This is an optimization exercise on Yosys and OpenROAD, whose aim is small area and a short achievable clock period, not a production implementation.
Where RTL was checked, it was by simulation tests only, not by an equivalence proof against the original.
For runs 2 and 4, only the layout was checked, not whether the RTL still works.
The clock cells of runs 1 to 3 come from the design's own scripts or RTL, not from TritonCTS.
No driver is modelled on the clock port, so clock power and skew are understated where the tree is cut down; a real chip needs a root buffer or a tree.
Power and IR drop assume default switching activity.

<file path="flow/flow/post_cts.tcl">
# Run by ORFS's CTS step after its clock tree and timing repair (POST_CTS_TCL):
# replace the tree above the leaf buffers with four inv_16 roots fed by the
# clock port, make the leaves bufinv_8 (inverting, so each flip-flop still
# sees the clock through an even number of inversions), then legalise.
source [file join [file dirname [info script]] retree.tcl]
retree 4 sky130_fd_sc_hd__inv_16
replace_leaves sky130_fd_sc_hd__bufinv_8
detailed_placement
check_placement -verbose
estimate_parasitics -placement
report_clock_latency
</file>
<file path="flow/flow/retree.tcl">
# Rebuild the clock tree above the leaf buffers: the clock port drives
# nroot buffers of type rootcell, each driving an equal share of the leaf
# buffers, split by position.
proc retree { nroot rootcell } {
  set block [ord::get_db_block]
  set clkport [$block findBTerm clk]
  set clknet [$clkport getNet]
  # walk the tree: buffers whose output net has a flip-flop clock pin are leaves
  set leaves {}
  set upper {}
  set todo [list $clknet]
  while {[llength $todo]} {
    set net [lindex $todo 0]; set todo [lrange $todo 1 end]
    foreach it [$net getITerms] {
      if {![$it isInputSignal]} continue
      set inst [$it getInst]
      set m [[$inst getMaster] getName]
      if {[string match "*clkbuf*" $m] || [string match "*clkinv*" $m]} {
        if {[string match "*clkinv*" $m]} { error "inverter in clock tree" }
        set out [[$inst findITerm [out_pin $inst]] getNet]
        set isleaf 0
        foreach it2 [$out getITerms] {
          if {[$it2 isInputSignal] && [[$it2 getMTerm] getName] eq "CLK"} { set isleaf 1 }
        }
        if {$isleaf} { lappend leaves $inst } else { lappend upper $inst; lappend todo $out }
      } elseif {[[$it getMTerm] getName] ne "CLK"} {
        error "clock net drives [$inst getName]/[[$it getMTerm] getName]"
      }
    }
  }
  puts "retree: [llength $leaves] leaves, [llength $upper] upper buffers"
  # remove the upper buffers and their output nets
  foreach inst $upper {
    set out [[$inst findITerm [out_pin $inst]] getNet]
    foreach it [$out getITerms] { $it disconnect }
    odb::dbNet_destroy $out
    foreach it [$inst getITerms] { $it disconnect }
    odb::dbInst_destroy $inst
  }
  # split the leaves into nroot (1, 2 or 4) groups of equal size: halves by x,
  # then each half into halves by y
  set pts {}
  set i 0
  foreach l $leaves {
    set b [$l getBBox]
    lappend pts [list $i [expr {([$b xMin]+[$b xMax])/2.0}] [expr {([$b yMin]+[$b yMax])/2.0}]]
    incr i
  }
  set groups [list $pts]
  set axis 1
  while {[llength $groups] < $nroot} {
    set next {}
    foreach g $groups {
      set g [lsort -real -index $axis $g]
      set h [expr {[llength $g] / 2}]
      lappend next [lrange $g 0 [expr {$h - 1}]] [lrange $g $h end]
    }
    set groups $next
    set axis [expr {3 - $axis}]
  }
  set asg [lrepeat [llength $leaves] 0]
  set cs {}
  set k 0
  foreach g $groups {
    set sx 0; set sy 0
    foreach p $g { lset asg [lindex $p 0] $k; set sx [expr {$sx + [lindex $p 1]}]; set sy [expr {$sy + [lindex $p 2]}] }
    lappend cs [list [expr {$sx / [llength $g]}] [expr {$sy / [llength $g]}]]
    incr k
  }
  set master [[ord::get_db] findMaster $rootcell]
  for {set k 0} {$k < $nroot} {incr k} {
    set inst [odb::dbInst_create $block $master "clkroot_$k"]
    set net [odb::dbNet_create $block "clknet_root_$k"]
    $net setSigType CLOCK
    [$inst findITerm A] connect $clknet
    [$inst findITerm [out_pin $inst]] connect $net
    set c [lindex $cs $k]
    $inst setLocation [expr {int([lindex $c 0])}] [expr {int([lindex $c 1])}]
    $inst setPlacementStatus PLACED
    set cnt 0
    foreach l $leaves a $asg { if {$a == $k} { [$l findITerm A] disconnect; [$l findITerm A] connect $net; incr cnt } }
    puts "retree: root $k at [lindex $c 0] [lindex $c 1] drives $cnt leaves"
  }
}
# The output pin of a buffer (X) or inverter (Y).
proc out_pin { inst } {
  if {[$inst findITerm X] ne "NULL"} { return X }
  return Y
}

# Replace every leaf buffer of the tree by a new instance of cell (a buffer
# or an inverter) at the same place, on the same nets.
proc replace_leaves { cell } {
  set block [ord::get_db_block]
  set master [[ord::get_db] findMaster $cell]
  foreach inst [$block getInsts] {
    if {![string match "clkbuf_leaf_*" [$inst getName]]} continue
    set in [[$inst findITerm A] getNet]
    set out [[$inst findITerm [out_pin $inst]] getNet]
    set name [$inst getName]
    set loc [$inst getLocation]
    odb::dbInst_destroy $inst
    set new [odb::dbInst_create $block $master $name]
    [$new findITerm A] connect $in
    [$new findITerm [out_pin $new]] connect $out
    $new setLocation [lindex $loc 0] [lindex $loc 1]
    $new setPlacementStatus PLACED
  }
}
</file>
<file path="flow/standard.sh">
#!/bin/bash
# synth_recipe.tcl (not shown) runs the flow's synth.tcl, then flattens the netlist and writes it again
# the make line also repeats each setting of config.mk as NAME=value (left out here)
make -C /OpenROAD-flow-scripts/flow DESIGN_CONFIG=/design/flow/config.mk WORK_HOME=/design/flow/orfs CLKGATE_MAP_FILE= SYNTH_SCRIPT=/design/flow/synth_recipe.tcl "${@:-finish}"
</file>
<file path="flow/flow/run.sh">
#!/bin/bash
# The standard layout, except for the clock tree: CTS builds the leaf
# clusters without dummy loads, then flow/post_cts.tcl drives the leaves from
# four inverting roots on the clock port and makes the leaves inverting
# buffers (two levels instead of three). Ports are buffered with buf_2.
# make's output goes to make.log here; each ORFS step keeps its own log under
# orfs/logs.
set -euo pipefail
HERE=$(cd "$(dirname "${BASH_SOURCE[0]}")" && pwd)
export CTS_ARGS="-sink_clustering_enable -repair_clock_nets -dont_use_dummy_load -sink_clustering_size 22 -sink_clustering_max_diameter 60"
export BUFFER_PORTS_ARGS="-buffer_cell sky130_fd_sc_hd__buf_2"
export POST_CTS_TCL="$HERE/post_cts.tcl"
bash standard.sh > make.log 2>&1
</file>
<file path="flow/design.v">
module image_buffer #(
    parameter IMAGE_WIDTH = 128
)(
    input  wire        clk,
    input  wire        reset,
    input  wire [7:0]  pixel_in,
    input  wire        pixel_valid,
    output wire [23:0] column,
    output wire [9:0]  column_ab,      
    output wire        column_valid,   
    output wire        column_window   
);
    localparam N = 2 * IMAGE_WIDTH;
    reg  [7:0]     pix_r;
    reg            pix_v;
    reg            shift;    
    reg  [8*N-1:0] chain;    
    reg  [9:0]     ab_r;     
    reg  [6:0]     x_count;
    reg  [1:0]     y_count;  
    always @(posedge clk) begin
        pix_r <= pixel_in;
        shift <= pixel_valid;
    end
    always @(posedge clk or posedge reset) begin
        if (reset)
            pix_v <= 1'b0;
        else
            pix_v <= pixel_valid;
    end
    always @(posedge clk) begin
        if (shift) begin
            chain <= {chain[8*N-9:0], pix_r};
            ab_r  <= {2'b00, chain[8*(N-2) +: 8]} + {1'b0, chain[8*(IMAGE_WIDTH-2) +: 8], 1'b0};
        end
    end
    always @(posedge clk or posedge reset) begin
        if (reset) begin
            x_count <= 7'd0;
            y_count <= 2'd0;
        end else if (pix_v) begin
            x_count <= x_count + 7'd1;
            if (x_count == 7'd127 && !y_count[1])
                y_count <= y_count + 2'd1;
        end
    end
    assign column        = {pix_r, chain[8*(IMAGE_WIDTH-1) +: 8], chain[8*(N-1) +: 8]};
    assign column_ab     = ab_r;
    assign column_valid  = pix_v;
    assign column_window = pix_v && y_count[1] && (x_count[6:1] != 6'd0);
endmodule
module sobel_core (
    input  wire        clk,
    input  wire        reset,
    input  wire [23:0] column,         
    input  wire [9:0]  column_ab,      
    input  wire        column_valid,
    input  wire        column_window,
    output reg  [7:0]  edge_magnitude,
    output reg         magnitude_valid
);
    wire [7:0] c = column[23:16];
    wire [7:0] a = column[7:0];
    reg        [9:0] u1;
    reg signed [8:0] d1;
    reg              v1, w1;
    always @(posedge clk) begin
        u1 <= column_ab + {2'b00, c};
        d1 <= $signed({1'b0, c}) - $signed({1'b0, a});
    end
    reg        [9:0]  uh0, uh1;    
    reg signed [8:0]  dh0;         
    reg signed [10:0] eh0;         
    reg signed [10:0] gx2, gy2;
    reg               w2;
    always @(posedge clk) begin
        if (v1) begin
            uh0 <= u1;  uh1 <= uh0;
            dh0 <= d1;  eh0 <= (d1 <<< 1) + dh0;
        end
        gx2 <= $signed({1'b0, u1}) - $signed({1'b0, uh1});
        gy2 <= d1 + eh0;
    end
    wire [10:0] gx_neg = -gx2;
    wire [10:0] gy_neg = -gy2;
    reg  [9:0]  ax3, ay3;
    reg         w3;
    always @(posedge clk) begin
        ax3 <= gx2[10] ? gx_neg[9:0] : gx2[9:0];
        ay3 <= gy2[10] ? gy_neg[9:0] : gy2[9:0];
    end
    reg  [10:0] s4;
    reg         w4;
    always @(posedge clk)
        s4 <= {1'b0, ax3} + {1'b0, ay3};
    always @(posedge clk)
        edge_magnitude <= s4[7:0] | {8{s4[10:8] != 3'd0}};
    always @(posedge clk or posedge reset) begin
        if (reset) begin
            v1 <= 1'b0; w1 <= 1'b0; w2 <= 1'b0; w3 <= 1'b0; w4 <= 1'b0;
        end else begin
            v1 <= column_valid;
            w1 <= column_window;
            w2 <= w1;
            w3 <= w2;
            w4 <= w3;
        end
    end
    always @(posedge clk)
        magnitude_valid <= w4;
endmodule
module edge_detection_top #(
    parameter IMAGE_WIDTH = 128
)(
    input  wire        clk,
    input  wire        reset,
    input  wire [7:0]  image_data,
    input  wire        data_valid,
    output wire [7:0]  edge_output,
    output wire        edge_valid
);
    wire [23:0] column;
    wire [9:0]  column_ab;
    wire        column_valid, column_window;
    image_buffer #(
        .IMAGE_WIDTH(IMAGE_WIDTH)
    ) image_buffer_inst (
        .clk(clk),
        .reset(reset),
        .pixel_in(image_data),
        .pixel_valid(data_valid),
        .column(column),
        .column_ab(column_ab),
        .column_valid(column_valid),
        .column_window(column_window)
    );
    sobel_core sobel_core_inst (
        .clk(clk),
        .reset(reset),
        .column(column),
        .column_ab(column_ab),
        .column_valid(column_valid),
        .column_window(column_window),
        .edge_magnitude(edge_output),
        .magnitude_valid(edge_valid)
    );
endmodule
</file>
<file path="flow/constraint.sdc">
create_clock -name core_clock -period 7.5 [get_ports {clk}]
set_input_delay 1.5000 -clock core_clock [delete_from_list [all_inputs] [get_ports {clk}]]
set_output_delay 1.5000 -clock core_clock [all_outputs]
set_load 0.01 [all_outputs]
</file>
<file path="flow/config.mk">
export PLATFORM = sky130hd
export DESIGN_NAME = edge_detection_top
export DESIGN_NICKNAME = edge_detection_top
export VERILOG_FILES = /design/flow/design.v
export SDC_FILE = /design/flow/constraint.sdc
export NUM_CORES = 4
export LEC_CHECK = 0
export CAP_MARGIN = 35
export CORE_MARGIN = 2
export CORE_UTILIZATION = 65
export CTS_CLUSTER_DIAMETER = 100
export CTS_CLUSTER_SIZE = 30
export SETUP_SLACK_MARGIN = 5
export SLEW_MARGIN = 30
</file>
==> results of run 1 <==
[kinds of logic after synthesis]
group           count (synthesis)  synth area share, %
flops                        2196                 95.4
compound gates                121                 1.17
simple gates                  118                0.858
xor+xnor                       71                0.913
fa+ha+maj                      71                 1.38
buf+inv                        43                0.237
mux                             1               0.0165
[worst min path at each step]
stage               slack (ns)  cells after the start                                 endpoint
floorplan                 0.32                      0  sobel_core_inst.magnitude_valid$_DFF_P_
global placement          0.33                      0  sobel_core_inst.magnitude_valid$_DFF_P_
detailed placement        0.35                      0             sobel_core_inst.w4$_DFF_PP0_
global route              0.36                      0  sobel_core_inst.magnitude_valid$_DFF_P_
finish                    0.36                      0  sobel_core_inst.magnitude_valid$_DFF_P_
[metal layers]
layer,track usage [%],wire length [microns],part of all wire [%],up-vias
li1,-,-,-,10600
met3,2.13,2470,3.0,114
met4,4.04,1630,2.0,0
met5,0,0,0,-
met2,19.5,33700,42,292
met1,26.4,43200,53,11800
[cells in the final DEF, fill, tap and decap left out, types with 27 or more instances in the layout]
master | netlist | layout
edfxtp_1 | 2095 | 2095
bufinv_8 | 0 | 125
dfxtp_1 | 86 | 81
ha_1 | 64 | 64
xnor2_1 | 48 | 48
inv_1 | 41 | 41
a21oi_1 | 33 | 33
nand2_1 | 29 | 29
nor2_1 | 27 | 27
o21ai_0 | 27 | 27
[metrics by stage]
stage / area, sq um / util, % / instances / hold slack (ns) / worst slack (ns)
after detailed placement: 70200 / 67.7 / 4038 / 0.346 / 4.70
after global routing: 72800 / 70.1 / 4175 / 0.365 / 4.96
after floorplan: 68100 / - / 2621 / 0.324 / -7.37
after global placement: 70200 / 67.6 / 4037 / 0.332 / 4.82
final: 72800 / 70.1 / 4175 / 0.357 / 5.15
[power breakdown]
group          internal [W]  switching, W  total [W]  leakage (nW)
clock network       0.00243       0.00301    0.00544          1.63
logic              0.000536      0.000778    0.00131          1.83
registers            0.0144      0.000350     0.0148          21.4
total                0.0174       0.00413     0.0215          24.9
[critical path: stages, from the launching register on]
cell	delay [ns]
dfxtp_4	0.63
buf_4	0.53
buf_16	0.60
[sequential cells by signal, summed over array words and instances (netlist names), 7 cells and up]
name                            flops
image_buffer_inst.pix_r             8
sobel_core_inst.edge_magnitude      8
sobel_core_inst.u1                 10
image_buffer_inst.chain          2047
sobel_core_inst.dh0                 8
sobel_core_inst.gx2                10
sobel_core_inst.eh0                10
sobel_core_inst.ay3                 9
sobel_core_inst.uh1                10
sobel_core_inst.uh0                10
sobel_core_inst.d1                  8
image_buffer_inst.ab_r             10
image_buffer_inst.x_count           7
sobel_core_inst.gy2                11
sobel_core_inst.ax3                10
sobel_core_inst.s4                 10
[final cells by class]
| type | count | area (sq um) |
|---|---|---|
| multi-input cells | 382 | 2960 |
| repair buffers | 47 | 638 |
| fillers | 6022 | 31000 |
| inverters | 170 | 2420 |
| well taps | 1380 | 1730 |
| flip-flops and latches | 2196 | 65000 |
==> flow_metrics.tcl, run 1 <==
set metrics [dict create \
    setup_tns_ns 0 \
    clk_pin_slew_ns 0.11 \
    power_density_nw_per_um2 296 \
    slew_headroom_pct 38.7 \
    yosys_warnings 2 \
    grt_pass1_wl_mm 125 \
    endpoint_kind "flop" \
    ys.flop_type "edfxtp_1" \
    final.setup_skew_ns 0.0661 \
    num_antenna_cells 0 \
    hp-start "sobel_core_inst.w4$_DFF_PP0_" \
    area_delta_synth_final_pct 6.81 \
    drc 0 \
    synthCells 2621 \
    report.final.slew_viol_count 0 \
    cp_max_fo 191 \
    grt_overflow 0 \
    ys_top_cells_by_area "edfxtp_1 (92%), dfxtp_1 (2.5%), ha_1 (1.2%)" \
    synth_seq_area_share_pct 95.4 \
    die_w_microns 328 \
    nets 2879 \
    syn_area_per_cell_sq_um 26.0 \
    synthTopCellsByCount "edfxtp_1 (2095), dfxtp_1 (86), ha_1 (64)" \
    fmax_ghz 0.425 \
    wirelength_mm 81.0 \
    clkLatencyLatePin_ns 0.33 \
    timing.rr.start "image_buffer_inst.shift$_DFF_P_" \
    viasPerCell 5.46 \
    p_leak_nw 24.9 \
    layout_min_cycle_time_ns 2.35 \
    antenna_found_initial 3 \
    grt_util_all_layers_pct 14.8 \
    start_util_pct 65.6 \
    path_class "reg2reg" \
    hold_viol 0 \
    maxCapViolCount 0 \
    synth.largest_area_cell "edfxtp_1" \
    grt_max_degree 216 \
    cts_sinks 2196 \
    drt-initial-drc-count 2286 \
    ant_nets 0 \
    endpoint "image_buffer_inst.chain[1250]$_DFFE_PP_" \
    rows 118 \
    crit_start "image_buffer_inst.shift$_DFF_P_" \
    reg2reg_depth 2 \
    io_pins 20 \
    gp_congestion 0.777 \
    synth_edf_count 2095 \
    cp_data_required_time_ns 7.44 \
    drive_above_1_share_pct 6.80 \
    fp.dieArea_sq_um 107000 \
    routedWlPerCell_microns 19.4 \
    port_buffers 19 \
    grt_setup_unrepaired "true" \
    r2r_slack_ns 5.15 \
    hold_class "reg2reg" \
    dp_hpwl_mm 39.0 \
    peakVddDrop_uv 284 \
    status "no timing/DRC/antenna violations" \
    async_flop_share_pct 0.683 \
    reg2reg_to "image_buffer_inst.chain[1250]$_DFFE_PP_" \
    drt-pass1-iter-count 5 \
    min_period_over_period_pct 31.4 \
    syn-cell-area_sq_um 68100 \
    setup_viol 0 \
    fp.dieH_microns 328 \
    netlist.area_leader.share_pct 92.3 \
    power_w 0.0215 \
    post-synth-top-count-cell "edfxtp_1" \
    vias 22800 \
    worstSetupStartpointType "flop" \
    synth_seq_cells 2196 \
    arrival_ns 2.29 \
    worst_slew_pin_slew_ns 0.920 \
    core_area_sq_um 104000 \
    grt_pass1_vias 21900 \
    ys_types 45 \
]
==> run 2, diff against run 1 <==
--- a/flow/design.v
+++ b/flow/design.v
@@ -85,17 +85,19 @@
     wire [10:0] gy_neg = -gy2;
-    reg  [9:0]  ax3, ay3;
+    wire [9:0]  ax = gx2[10] ? gx_neg[9:0] : gx2[9:0];
+    wire [9:0]  ay = gy2[10] ? gy_neg[9:0] : gy2[9:0];
+    reg  [7:0]  ax3, ay3;
+    reg         bx3, by3;
     reg         w3;
     always @(posedge clk) begin
-        ax3 <= gx2[10] ? gx_neg[9:0] : gx2[9:0];
-        ay3 <= gy2[10] ? gy_neg[9:0] : gy2[9:0];
+        ax3 <= ax[7:0];
+        ay3 <= ay[7:0];
+        bx3 <= ax[9:8] != 2'd0;
+        by3 <= ay[9:8] != 2'd0;
     end
-    reg  [10:0] s4;
-    reg         w4;
+    wire [8:0]  sum = {1'b0, ax3} + {1'b0, ay3};
     always @(posedge clk)
-        s4 <= {1'b0, ax3} + {1'b0, ay3};
-    always @(posedge clk)
-        edge_magnitude <= s4[7:0] | {8{s4[10:8] != 3'd0}};
+        edge_magnitude <= sum[7:0] | {8{bx3 | by3 | sum[8]}};
     always @(posedge clk or posedge reset) begin
         if (reset) begin
-            v1 <= 1'b0; w1 <= 1'b0; w2 <= 1'b0; w3 <= 1'b0; w4 <= 1'b0;
+            v1 <= 1'b0; w1 <= 1'b0; w2 <= 1'b0; w3 <= 1'b0;
         end else begin
@@ -105,3 +107,2 @@
             w3 <= w2;
-            w4 <= w3;
         end
@@ -109,3 +110,3 @@
     always @(posedge clk)
-        magnitude_valid <= w4;
+        magnitude_valid <= w3;
 endmodule
--- a/flow/flow/post_cts.tcl
+++ b/flow/flow/post_cts.tcl
@@ -3,3 +3,5 @@
 # clock port, make the leaves bufinv_8 (inverting, so each flip-flop still
-# sees the clock through an even number of inversions), then legalise.
+# sees the clock through an even number of inversions), legalise, then repair
+# setup timing once more against the new tree, aiming 0.25 ns beyond the
+# standard margin.
 source [file join [file dirname [info script]] retree.tcl]
@@ -11 +13,6 @@
 report_clock_latency
+set ::env(SETUP_SLACK_MARGIN) [expr {$::env(SETUP_SLACK_MARGIN) + 0.25}]
+repair_timing_helper -setup
+set ::env(SETUP_SLACK_MARGIN) [expr {$::env(SETUP_SLACK_MARGIN) - 0.25}]
+detailed_placement
+check_placement -verbose
==> flow_metrics.tcl, run 2 <==
set metrics [dict create \
    status "no timing/DRC/antenna violations" \
    routedWlPerCell_microns 19.0 \
    swShare_pct 18.9 \
    path_cells "buf_2" \
    fp.dieH_microns 327 \
    synth.largest_area_cell "edfxtp_1" \
    slew_headroom_pct 43.2 \
    internal-power_w 0.0171 \
    arrival_ns 0.78 \
    area_delta_synth_final_pct 6.54 \
    wirelength_mm 79.0 \
    power_w 0.0211 \
    grt_max_degree 177 \
    grt_overflow 0 \
    setup_viol 0 \
    dp_hpwl_mm 38.7 \
    cp_max_fo 1 \
    fp.dieArea_sq_um 107000 \
    report.final.slew_viol_count 0 \
    clkPwrFrac_pct 25.1 \
    endpoint_kind "output port" \
    hold_viol 0 \
    ys_top_cells_by_area "edfxtp_1 (93%), dfxtp_1 (2.2%), ha_1 (1.1%)" \
    hold_class "reg2reg" \
    ys_types 52 \
    critPathBufInv 1 \
    reg2reg_depth 7 \
    r2r_slack_ns 5.26 \
    hp-start "sobel_core_inst.w3$_DFF_PP0_" \
    reg2reg_to "sobel_core_inst.d1[8]$_DFF_P_" \
    core_area_sq_um 103000 \
    power_density_nw_per_um2 292 \
    cts_sinks 2183 \
    synthCells 2611 \
    ant_nets 0 \
    whs_path_depth 0 \
    worstSetupStartpointType "flop" \
    peakVddDrop_uv 218 \
    final_util_pct 69.8 \
    ys.flop_type "edfxtp_1" \
    antenna_found_initial 5 \
    async_flop_share_pct 0.641 \
    final.setup_skew_ns 0.0606 \
    syn-cell-area_sq_um 67800 \
    die_w_microns 327 \
    synth_seq_area_share_pct 95.4 \
    netlist.area_leader.share_pct 92.7 \
    reg_top3 "image_buffer_inst.chain x2047, sobel_core_inst.gy2 x11" \
    drive_above_1_share_pct 6.77 \
    p_leak_nw 24.6 \
    nets 2858 \
    clkLatencyLatePin_ns 0.34 \
    slowest_stage "dfxtp_1" \
    port_buffers 19 \
    grt_pass1_vias 22000 \
    maxCapViolCount 0 \
    power_frac_comb_pct 5.5 \
    setup_tns_ns 0 \
    post-synth-top-count-cell "edfxtp_1" \
    grt_util_all_layers_pct 14.7 \
    synth_seq_cells 2183 \
    min_period_over_period_pct 30.5 \
    final_common_cell "edfxtp_1" \
    drt-initial-drc-count 2231 \
    io_pins 20 \
    viasPerCell 5.45 \
    start_util_pct 65.5 \
    worst_slew_pin_slew_ns 0.852 \
    syn_area_per_cell_sq_um 26.0 \
    top_register "image_buffer_inst.chain" \
    critPathMaxStageDelay_ns 0.33 \
    vias 22600 \
    layout_min_cycle_time_ns 2.28 \
    synthTopCellsByCount "edfxtp_1 (2095), dfxtp_1 (74), ha_1 (62)" \
    path_class "reg2out" \
    fmax_ghz 0.438 \
    drt-pass1-iter-count 6 \
    rows 118 \
    mostFrequentLayoutCells "edfxtp_1 (2095), bufinv_8 (119), dfxtp_1 (69), ha_1 (62), inv_1 (45)" \
    synth_edf_count 2095 \
    cp_top_family "flip-flops" \
    holdPathEnd "sobel_core_inst.magnitude_valid$_DFF_P_" \
    grt_pass1_wl_mm 123 \
    clk_pin_slew_ns 0.10 \
    largest_reg_flops 2047 \
    grt_setup_unrepaired "false" \
    timing.rr.start "image_buffer_inst.ab_r[0]$_DFFE_PP_" \
    pwr-share-seq_pct 69.5 \
    switchingPower_w 0.00399 \
    drc 0 \
    gp_congestion 0.756 \
    cp_data_required_time_ns 6.00 \
    yosys_warnings 2 \
]
==> run 2: cell count changes after synthesis, sizes merged, moves of 3 or more <==
cell	previous run	this run
and3	9	5
inv	41	45
nand2	29	25
a21oi	33	30
or3	3	9
xnor2	48	44
nand2b	12	7
nor2b	10	13
nor2	27	34
xor2	23	16
dfxtp	86	74
==> run 2: metal layers <==
layer / track usage [%] / vias to the layer above / routed length [microns]
met2: 19.9 / 342 / 33500
met4: 4.22 / 0 / 1750
met1: 25.6 / 11600 / 40600
met3: 2.22 / 126 / 3120
li1: - / 10600 / -
met5: 0 / - / 0
==> run 2: power groups by stage <==
stage / Sequential (W) / Clock (W) / Combinational, W
after floorplan: 0.0152 / 0 / 0.000745
after detailed placement: 0.0149 / 0 / 0.00113
final: 0.0146 / 0.00529 / 0.00115
after global placement: 0.0149 / 0 / 0.00108
after global routing: 0.0147 / 0.00597 / 0.00130
==> run 2: worst max-delay path by stage <==
| stage | depth (start not counted) | endpoint | slack, ns | startpoint |
|---|---|---|---|---|
| after floorplan | 0 | image_buffer_inst.ab_r[0]$_DFFE_PP_ | -7.37 | image_buffer_inst.shift$_DFF_P_ |
| after global placement | 2 | image_buffer_inst.chain[822]$_DFFE_PP_ | 4.69 | image_buffer_inst.shift$_DFF_P_ |
| after detailed placement | 2 | image_buffer_inst.chain[847]$_DFFE_PP_ | 4.55 | image_buffer_inst.shift$_DFF_P_ |
| after global routing | 9 | sobel_core_inst.gx2[8]$_DFF_P_ | 5.09 | sobel_core_inst.u1[0]$_DFF_P_ |
| final | 1 | edge_output[0] | 5.22 | sobel_core_inst.edge_magnitude[0]$_DFF_P_ |
==> run 2: layout make-up <==
| class | instances | area [sq um] |
|---|---|---|
| diodes | 1 | 2.50 |
| fillers | 6155 | 31200 |
| well taps | 1380 | 1730 |
| flip-flops and latches | 2183 | 64800 |
| multi-input cells | 380 | 2920 |
| repair buffers | 45 | 544 |
| inverters | 168 | 2330 |
==> run 2: per-stage QoR <==
| stage | cells | hold slack [ns] | instance area [sq um] | setup slack [ns] |
|---|---|---|---|---|
| 6_report | 4157 | 0.348 | 72300 | 5.22 |
| 5_1_grt | 4156 | 0.363 | 72300 | 5.09 |
| 3_5_place_dp | 4028 | 0.333 | 69900 | 4.55 |
| 3_3_place_gp | 4028 | 0.334 | 69900 | 4.69 |
| 2_1_floorplan | 2611 | 0.324 | 67800 | -7.37 |
==> run 2: cell families (layout without fill, tap and decap cells) <==
logic type / Yosys count / count (layout) / synth area share [%]
compound gates: 124 / 124 / 1.20
xor+xnor: 60 / 60 / 0.775
fa+ha+maj: 69 / 69 / 1.35
buf+inv: 48 / 213 / 0.266
flops: 2183 / 2183 / 95.4
mux: 3 / 3 / 0.0461
other cells: 0 / 1 / 0
simple gates: 124 / 124 / 0.928
==> run 3, diff against run 2 <==
--- a/flow/design.v
+++ b/flow/design.v
@@ -97,7 +97,14 @@
     wire [8:0]  sum = {1'b0, ax3} + {1'b0, ay3};
+    reg  [7:0]  s4;
+    reg         big4;
+    reg         w4;
+    always @(posedge clk) begin
+        s4   <= sum[7:0];
+        big4 <= bx3 | by3 | sum[8];
+    end
     always @(posedge clk)
-        edge_magnitude <= sum[7:0] | {8{bx3 | by3 | sum[8]}};
+        edge_magnitude <= s4 | {8{big4}};
     always @(posedge clk or posedge reset) begin
         if (reset) begin
-            v1 <= 1'b0; w1 <= 1'b0; w2 <= 1'b0; w3 <= 1'b0;
+            v1 <= 1'b0; w1 <= 1'b0; w2 <= 1'b0; w3 <= 1'b0; w4 <= 1'b0;
         end else begin
@@ -107,2 +114,3 @@
             w3 <= w2;
+            w4 <= w3;
         end
@@ -110,3 +118,3 @@
     always @(posedge clk)
-        magnitude_valid <= w3;
+        magnitude_valid <= w4;
 endmodule
==> flow_metrics.tcl, run 3 <==
set metrics [dict create \
    status "no timing/DRC/antenna violations" \
    min_period_over_period_pct 30.4 \
    drc 0 \
    nets 2862 \
    yosys_warnings 2 \
    ys.flop_type "edfxtp_1" \
    cp_data_required_time_ns 6.00 \
    routedWlPerCell_microns 18.7 \
    setup_tns_ns 0 \
    synth-xor-area-share_pct 0.837 \
    gp_congestion 0.774 \
    cts_sinks 2192 \
    post-synth-top-count-cell "edfxtp_1" \
    antenna_found_initial 4 \
    grt_setup_unrepaired "false" \
    muxShareOfSynthArea_pct 0.0313 \
    fillers 6171 \
    viasPerCell 5.44 \
    endpoint_kind "output port" \
    synth_compound_area_share_pct 1.08 \
    arrival_ns 0.78 \
    worst_slew_pin_slew_ns 1.02 \
    reg_top3 "image_buffer_inst.chain x2047, sobel_core_inst.gy2 x11" \
    async_flop_share_pct 0.684 \
    synth-simple-area-share_pct 0.959 \
    synth_top_family_by_area "adder cells" \
    wirelength_mm 77.9 \
    start_util_pct 65.6 \
    ys_types 45 \
    critPathMaxStageDelay_ns 0.34 \
    path_cells "buf_6" \
    clkLatencyLatePin_ns 0.33 \
    io_pins 20 \
    worstSetupStartpointType "flop" \
    hold_viol 0 \
    slew_headroom_pct 32.0 \
    grt_max_degree 201 \
    port_buffers 19 \
    peakVddDrop_uv 189 \
    maxCapViolCount 0 \
    final_common_cell "edfxtp_1" \
    layout_min_cycle_time_ns 2.28 \
    drive_above_1_share_pct 6.80 \
    regArea_sq_um 64900 \
    slowest_stage "dfxtp_2" \
    dpl.cell_count 4031 \
    setup_ws_ns 5.22 \
    syn-cell-area_sq_um 68000 \
    ant_nets 0 \
    fp.dieH_microns 327 \
    cp_max_fo 1 \
    fmax_ghz 0.439 \
    vias 22600 \
    ys_top_cells_by_area "edfxtp_1 (93%), dfxtp_1 (2.4%), ha_1 (1.1%)" \
    setup_viol 0 \
    grt_pass1_vias 21800 \
    path_class "reg2out" \
    stdcell_count 4160 \
    syn_area_per_cell_sq_um 26.0 \
    area_delta_synth_final_pct 6.63 \
    synth_seq_area_share_pct 95.5 \
    core_area_sq_um 104000 \
    synth_seq_cells 2192 \
    dp_hpwl_mm 37.4 \
    rows 118 \
    mostFrequentLayoutCells "edfxtp_1 (2095), bufinv_8 (118), dfxtp_1 (79), ha_1 (62), xnor2_1 (47)" \
    critPathBufInv 1 \
    place_ws_ns 4.76 \
    drt-pass1-iter-count 5 \
    power_density_nw_per_um2 292 \
    top_register "image_buffer_inst.chain" \
    p_leak_nw 24.8 \
    power_w 0.0211 \
    final.setup_skew_ns 0.0587 \
    multiInputGateArea_sq_um 2900 \
    grt_pass1_wl_mm 123 \
    synth_edf_count 2095 \
    grt_overflow 0 \
    report.final.slew_viol_count 0 \
    cp_top_family "flip-flops" \
    hold_class "reg2reg" \
    synthAdderAreaFrac_pct 1.35 \
    die_w_microns 327 \
    synthCells 2616 \
    synthTopCellsByCount "edfxtp_1 (2095), dfxtp_1 (82), ha_1 (62)" \
    drt-initial-drc-count 2224 \
    grt_util_all_layers_pct 14.6 \
    largest_reg_flops 2047 \
    clk_pin_slew_ns 0.11 \
    fp.dieArea_sq_um 107000 \
    netlist.area_leader.share_pct 92.5 \
    synth.largest_area_cell "edfxtp_1" \
    num_antenna_cells 0 \
]
-- run 3: cell count changes in the layout (fill, tap and decap cells not counted), sizes merged, moves of 3 or more --
| cell | change |
|---|---|
| or2 | +9 |
| dfxtp | +8 |
| nor2 | -5 |
| nand3 | -4 |
| o21bai | -4 |
| a21oi | +3 |
| buf | -3 |
| nor2b | -3 |
| or3 | -3 |
| xnor2 | +3 |
-- run 3: path summary, 6_finish.rpt --
kind,startpoint,endpoint,cells after the start,slack [ns]
max reg2reg,image_buffer_inst.pix_r[1]$_DFF_P_,sobel_core_inst.d1[8]$_DFF_P_,7,5.32
max,sobel_core_inst.edge_magnitude[3]$_DFF_P_,edge_output[3],1,5.22
min,image_buffer_inst.chain[1932]$_DFFE_PP_,image_buffer_inst.chain[1940]$_DFFE_PP_,0,0.34
min in group asynchronous,reset,sobel_core_inst.w3$_DFF_PP0_,2,1.23
max in group asynchronous,reset,image_buffer_inst.x_count[4]$_DFFE_PP0P_,2,5.88
min reg2reg,image_buffer_inst.chain[1932]$_DFFE_PP_,image_buffer_inst.chain[1940]$_DFFE_PP_,0,0.34
-- run 3: final cells by class --
cell class,instances,share of cell area (%)
inverter,167,3.19
timing repair buffer,44,0.880
multi-input combinational,377,3.99
tap,1380,2.38
sequential,2192,89.6
-- run 3: cell families (layout without fill, tap and decap cells) --
| family | after synthesis | after routing |
|---|---|---|
| AND/OR/NAND/NOR | 125 | 125 |
| flip-flops | 2192 | 2192 |
| XOR/XNOR | 65 | 65 |
| adder cells (fa/ha/maj) | 69 | 69 |
| buffers and inverters | 47 | 211 |
| multiplexers | 2 | 2 |
| AO/OA/AOI/OAI | 116 | 116 |
-- run 3: where the power goes --
group / switching, W / total (W) / leakage [nW] / internal [W]
clock: 0.00297 / 0.00527 / 1.54 / 0.00230
sequential: 0.000342 / 0.0147 / 21.4 / 0.0144
combinational: 0.000686 / 0.00116 / 1.82 / 0.000476
total: 0.00400 / 0.0211 / 24.8 / 0.0171
-- run 3: metal layers --
layer  GRT usage (%)  vias up  routed length [microns]
li1                -    10600                        -
met5               0        -                        0
met1            25.4    11600                    40500
met3            2.63      129                     3060
met2            19.5      309                    32700
met4            3.60        0                     1650
-- run 3: through the flow --
stage               util [%]  hold slack [ns]  instance area, sq um
floorplan                  -            0.324                 68000
global route            70.0            0.333                 72500
detailed placement      67.6            0.337                 70100
global placement        67.6            0.329                 70100
finish                  70.0            0.345                 72500
==> run 4, diff against run 3 <==
==> flow/design.v (replaced) <==
module image_buffer #(
    parameter IMAGE_WIDTH = 128
)(
    input  wire        clk,
    input  wire        reset,
    input  wire [7:0]  pixel_in,
    input  wire        pixel_valid,
    output wire [71:0] pixel_window,  
    output wire        window_valid
);
    reg [8*IMAGE_WIDTH-1:0] line_buffer_1;
    reg [8*IMAGE_WIDTH-1:0] line_buffer_2;
    reg [7:0] win [0:8];
    reg [15:0] x_count, y_count;
    reg window_valid_reg;
    reg [7:0] lb1_rd, lb2_rd;
    always @(*) begin
        lb1_rd = 8'h00;
        lb2_rd = 8'h00;
        for (integer k=0; k<IMAGE_WIDTH; k=k+1) begin
            lb1_rd = lb1_rd | ({8{x_count == k}} & line_buffer_1[8*k +: 8]);
            lb2_rd = lb2_rd | ({8{x_count == k}} & line_buffer_2[8*k +: 8]);
        end
    end
    genvar g;
    generate
        for (g=0; g<9; g=g+1) begin : g_win
            assign pixel_window[8*g +: 8] = win[g];
        end
    endgenerate
    assign window_valid = window_valid_reg;
    generate
        for (g=0; g<IMAGE_WIDTH; g=g+1) begin : g_col
            always @(posedge clk or posedge reset) begin
                if (reset) begin
                    line_buffer_1[8*g +: 8] <= 8'h00;
                    line_buffer_2[8*g +: 8] <= 8'h00;
                end else if (pixel_valid && x_count == g) begin
                    line_buffer_2[8*g +: 8] <= line_buffer_1[8*g +: 8];
                    line_buffer_1[8*g +: 8] <= pixel_in;
                end
            end
        end
    endgenerate
    always @(posedge clk or posedge reset) begin
        if (reset) begin
            x_count <= 0;
            y_count <= 0;
            window_valid_reg <= 1'b0;
            for (integer i=0; i<9; i=i+1) begin
                win[i] <= 8'h00;
            end
        end else if (pixel_valid) begin
            win[0] <= win[1]; win[1] <= win[2]; win[2] <= lb2_rd;
            win[3] <= win[4]; win[4] <= win[5]; win[5] <= lb1_rd;
            win[6] <= win[7]; win[7] <= win[8]; win[8] <= pixel_in;
            x_count <= x_count + 1;
            if (x_count == IMAGE_WIDTH - 1) begin
                x_count <= 0;
                if (y_count < 2)
                    y_count <= y_count + 1;
            end
            if (y_count >= 2 && x_count >= 2) begin
                window_valid_reg <= 1'b1;
            end else begin
                window_valid_reg <= 1'b0;
            end
        end else begin
            window_valid_reg <= 1'b0;
        end
    end
endmodule
module sobel_core (
    input  wire        clk,
    input  wire        reset,
    input  wire [71:0] pixel_window,  
    input  wire        window_valid,
    output reg  [7:0]  edge_magnitude,
    output reg         magnitude_valid
);
    wire signed [15:0] Gx, Gy;
    wire signed [15:0] Gx_abs, Gy_abs;
    assign Gx = ( $signed({1'b0, pixel_window[16 +: 8]}) + 
                 ($signed({1'b0, pixel_window[40 +: 8]}) * 2) + 
                  $signed({1'b0, pixel_window[64 +: 8]}) ) -
                ( $signed({1'b0, pixel_window[0 +: 8]}) + 
                 ($signed({1'b0, pixel_window[24 +: 8]}) * 2) + 
                  $signed({1'b0, pixel_window[48 +: 8]}) );
    assign Gy = ( $signed({1'b0, pixel_window[48 +: 8]}) + 
                 ($signed({1'b0, pixel_window[56 +: 8]}) * 2) + 
                  $signed({1'b0, pixel_window[64 +: 8]}) ) -
                ( $signed({1'b0, pixel_window[0 +: 8]}) + 
                 ($signed({1'b0, pixel_window[8 +: 8]}) * 2) + 
                  $signed({1'b0, pixel_window[16 +: 8]}) );
    assign Gx_abs = (Gx < 0) ? -Gx : Gx;
    assign Gy_abs = (Gy < 0) ? -Gy : Gy;
    always @(posedge clk or posedge reset) begin
        if (reset) begin
            edge_magnitude <= 8'h00;
            magnitude_valid <= 1'b0;
        end else begin
            if (window_valid) begin
                if ((Gx_abs + Gy_abs) > 255) begin
                    edge_magnitude <= 8'hff;
                end else begin
                    edge_magnitude <= (Gx_abs + Gy_abs);
                end
                magnitude_valid <= 1'b1;
            end else begin
                magnitude_valid <= 1'b0;
            end
        end
    end
endmodule
module edge_detection_top #(
    parameter IMAGE_WIDTH = 128
)(
    input  wire        clk,
    input  wire        reset,
    input  wire [7:0]  image_data,
    input  wire        data_valid,
    output wire [7:0]  edge_output,
    output wire        edge_valid
);
    wire [71:0] sobel_window;
    wire       window_valid_sig;
    image_buffer #(
        .IMAGE_WIDTH(IMAGE_WIDTH)
    ) image_buffer_inst (
        .clk(clk),
        .reset(reset),
        .pixel_in(image_data),
        .pixel_valid(data_valid),
        .pixel_window(sobel_window),
        .window_valid(window_valid_sig)
    );
    sobel_core sobel_core_inst (
        .clk(clk),
        .reset(reset),
        .pixel_window(sobel_window),
        .window_valid(window_valid_sig),
        .edge_magnitude(edge_output),
        .magnitude_valid(edge_valid)
    );
endmodule
==> flow/run.sh (new file) <==
#!/bin/bash
# synth_recipe.tcl (not shown) runs the flow's synth.tcl, then flattens the netlist and writes it again
# the make line also repeats each setting of config.mk as NAME=value (left out here)
make -C /OpenROAD-flow-scripts/flow DESIGN_CONFIG=/design/flow/config.mk WORK_HOME=/design/flow/orfs CLKGATE_MAP_FILE= SYNTH_SCRIPT=/design/flow/synth_recipe.tcl finish
--- a/flow/config.mk
+++ b/flow/config.mk
@@ -9,6 +9,3 @@
 export CORE_MARGIN = 2
-export CORE_UTILIZATION = 65
-export CTS_CLUSTER_DIAMETER = 100
-export CTS_CLUSTER_SIZE = 30
-export SETUP_SLACK_MARGIN = 5
+export CORE_UTILIZATION = 40
 export SLEW_MARGIN = 30
removed: flow/flow/run.sh
removed: flow/flow/post_cts.tcl
removed: flow/flow/retree.tcl
removed: flow/standard.sh
==> flow_metrics.tcl, run 4 <==
set metrics [dict create \
    critPathMaxStageDelay_ns 0.46 \
    io_pins 20 \
    yosys_warnings 3 \
    root_buffer "clkbuf_16" \
    wl_met3_mm 110 \
    start_util_pct 40.3 \
    arrival_ns 7.70 \
    worstSetupStartpointType "flop" \
    wl_met1_mm 236 \
    synth_seq_area_share_pct 55.1 \
    peakVddDrop_uv 2630 \
    grt_pass1_vias 77900 \
    post-synth-top-count-cell "dfrtp_1" \
    reg2reg_depth 31 \
    reg_top3 "image_buffer_inst.line_buffer_1 x1024, image_buffer_inst.line_buffer_2 x1024, image_buffer_inst.win x72" \
    mostFrequentLayoutCells "dfrtp_1 (2159), mux2_2 (2081), buf_4 (463), a22o_1 (305), a221oi_1 (280)" \
    vias 86300 \
    maxCapViolCount 0 \
    drive_above_1_share_pct 43.0 \
    synthCells 7287 \
    min_period_over_period_pct 92.7 \
    synthTopCellsByCount "dfrtp_1 (2162), mux2_2 (2081), clkbuf_1 (394)" \
    htree_levels 4 \
    cp.depth 31 \
    cp_max_fo 8 \
    switchingPower_w 0.0272 \
    ctsHoldBuffers 0 \
    endpoint "sobel_core_inst.edge_magnitude[3]$_DFFE_PP0P_" \
    endpoint_kind "flop" \
    cts_max_path_buffers 3 \
    cts_tree "built" \
    p_leak_nw 54.8 \
    async_flop_share_pct 100 \
    die_w_microns 499 \
    power_frac_comb_pct 55.8 \
    ys_top_cells_by_area "dfrtp_1 (55%), mux2_2 (24%), a22o_1 (2.7%)" \
    hold_class "reg2reg" \
    cts_sinks 2162 \
    routedWlPerCell_microns 62.5 \
    drt-initial-drc-count 15200 \
    rows 181 \
    critPathBufInv 4 \
    netlist.area_leader.share_pct 55.1 \
    swShare_pct 43.7 \
    hold_viol 0 \
    timing.rr.start "image_buffer_inst.win[6][1]$_DFFE_PP0P_" \
    final_common_cell "dfrtp_1" \
    core_area_sq_um 244000 \
    fmax_ghz 0.144 \
    ys_types 82 \
    grt_util_all_layers_pct 55.0 \
    power_density_nw_per_um2 539 \
    synth_seq_cells 2162 \
    reg2reg_to "sobel_core_inst.edge_magnitude[3]$_DFFE_PP0P_" \
    cp_top_family "adder cells" \
    grt_overflow 0 \
    gp_congestion 1.16 \
    top_layer_used "met5" \
    report.final.slew_viol_count 0 \
    fp.dieArea_sq_um 249000 \
    clkLatencyLatePin_ns 0.97 \
    pwr-share-seq_pct 24.2 \
    whs_ns 0.375 \
    setup_tns_ns 0 \
    clkPwrFrac_pct 20.0 \
    wirelength_mm 697 \
    grt_pass1_wl_mm 875 \
    syn_area_per_cell_sq_um 13.5 \
    dpl-instance-area_sq_um 106000 \
    viasPerCell 7.75 \
    cts-resized-gates 0 \
    cts-buffers-inserted 239 \
    antenna_found_initial 160 \
    grt_max_degree 161 \
    layout_min_cycle_time_ns 6.95 \
    ant_nets 0 \
    dp_hpwl_mm 503 \
    r2r_slack_ns 0.55 \
    synth_edf_count 0 \
    status "no timing/DRC/antenna violations" \
    slew_headroom_pct 15.6 \
    cp_data_required_time_ns 8.25 \
    crit_start "image_buffer_inst.win[6][1]$_DFFE_PP0P_" \
    final.setup_skew_ns 0.101 \
    internal-power_w 0.0350 \
    drt-pass1-iter-count 10 \
    area_delta_synth_final_pct 17.6 \
    post_cts_buffers 0 \
    dr_wl_met2_mm 262 \
    nets 7715 \
    crit_path_frequent_cell "a21oi_1" \
    final_area_sq_um 115000 \
    worst_slew_pin_slew_ns 1.27 \
    syn-cell-area_sq_um 98100 \
    setup_viol 0 \
    clk_pin_slew_ns 0.06 \
    ys.flop_type "dfrtp_1" \
    synth.largest_area_cell "dfrtp_1" \
    port_buffers 19 \
    slowest_stage "fa_1" \
    path_class "reg2reg" \
    drc 0 \
    fp.dieH_microns 499 \
]
## run 4: cell types whose count changed after synthesis, moves of 123 or more
cell	delta
clkbuf_1	+392
edfxtp_1	-2095
nand2_1	+238
nor3_1	+168
a22oi_1	+255
nand4_1	+123
a22o_1	+305
dfrtp_1	+2147
mux2_2	+2080
a221oi_1	+296
## run 4: through the flow
stage	utilization, %	instances	setup slack (ns)	total power (W)
after floorplan	-	7290	-24.03	0.0355
after global placement	43.2	10500	0.267	0.0488
after detailed placement	43.7	10500	0.496	0.0486
after CTS	47.0	11000	0.440	0.0609
after global routing	47.2	11000	-0.0123	0.0647
final	47.4	11100	0.547	0.0622
## run 4: kinds of logic (layout without fill, tap and decap cells)
family | count (synthesis) | in the layout | share of synthesized area [%]
flops | 2162 | 2162 | 55.1
mux | 2090 | 2090 | 24.0
compound gates | 1192 | 1192 | 9.83
simple gates | 1040 | 1040 | 5.96
buf+inv | 599 | 1092 | 2.56
fa+ha+maj | 119 | 119 | 1.80
xor+xnor | 84 | 84 | 0.750
other cells | 1 | 165 | 0.00382
## run 4: how the worst min path moves through the flow
stage	startpoint	end	slack (ns)	depth (start not counted)
floorplan	image_buffer_inst.y_count[11]$_DFFE_PP0P_	image_buffer_inst.y_count[11]$_DFFE_PP0P_	0.43	1
global placement	image_buffer_inst.y_count[11]$_DFFE_PP0P_	image_buffer_inst.y_count[11]$_DFFE_PP0P_	0.36	0
detailed placement	image_buffer_inst.y_count[8]$_DFFE_PP0P_	image_buffer_inst.y_count[8]$_DFFE_PP0P_	0.37	0
CTS	image_buffer_inst.y_count[8]$_DFFE_PP0P_	image_buffer_inst.y_count[8]$_DFFE_PP0P_	0.38	0
global route	image_buffer_inst.y_count[12]$_DFFE_PP0P_	image_buffer_inst.y_count[12]$_DFFE_PP0P_	0.39	0
finish	image_buffer_inst.y_count[8]$_DFFE_PP0P_	image_buffer_inst.y_count[8]$_DFFE_PP0P_	0.37	0
## run 4: per-layer routing
metal	up-vias	global-route usage, %
met5	-	4.96
met4	66	54.3
met3	3419	34.6
met2	9444	70.1
met1	44900	60.1
li1	28500	-
## run 4: area by class of cell
| type | count | area, sq um |
|---|---|---|
| Antenna cell | 161 | 403 |
| Sequential cell | 2162 | 54100 |
| Tap cell | 3202 | 4010 |
| Clock buffer | 349 | 6970 |
| Timing Repair Buffer | 587 | 5510 |
| Inverter | 66 | 251 |
| Clock inverter | 90 | 1130 |
| Multi-Input combinational cell | 4529 | 43100 |
| Fill cell | 21500 | 128000 |
## run 4: power by group through the flow
stage | Combinational, W | Clock, W | Sequential (W)
3_5_place_dp | 0.0335 | 0 | 0.0151
2_1_floorplan | 0.0215 | 0 | 0.0140
6_report | 0.0347 | 0.0124 | 0.0151
5_1_grt | 0.0369 | 0.0129 | 0.0150
3_3_place_gp | 0.0338 | 0 | 0.0150
4_1_cts | 0.0337 | 0.0123 | 0.0149

## port drivers added, routing unchanged
Ports are ideal in the flow. The routed layouts listed here were re-timed in OpenROAD.
Step 1: set_driving_cell puts a clkbuf_16 on clk and a buf_2 on each other input, an assumption about the parent block.
Step 2 adds t to the input delays and takes it off the output delays; t is the mean of the earliest and latest rising clock arrival at the registers after step 1. Input paths then give back, and output paths get back, about the clock's delay inside the block.
a / b / c = ideal ports / drivers / drivers and shift; a / b = the first two.
run	t (ns)	slack for setup (ns)	worst hold slack (ns)	slew at the worst register clock pin (ns)	worst slew at a driven data input, ns
run 1	0.550	5.147 / 4.965 / 5.147	0.357 / 0.357 / 0.357	0.12 / 0.12	0.03
run 2	0.555	5.215 / 4.975 / 5.257	0.348 / 0.348 / 0.348	0.12 / 0.12	0.04
run 3	0.551	5.222 / 4.974 / 5.315	0.345 / 0.345 / 0.345	0.12 / 0.12	0.04
run 4	1.026	0.547 / 0.547 / 0.547	0.375 / 0.375 / 0.375	0.07 / 0.07	0.05
After both steps every run listed still meets setup and hold.
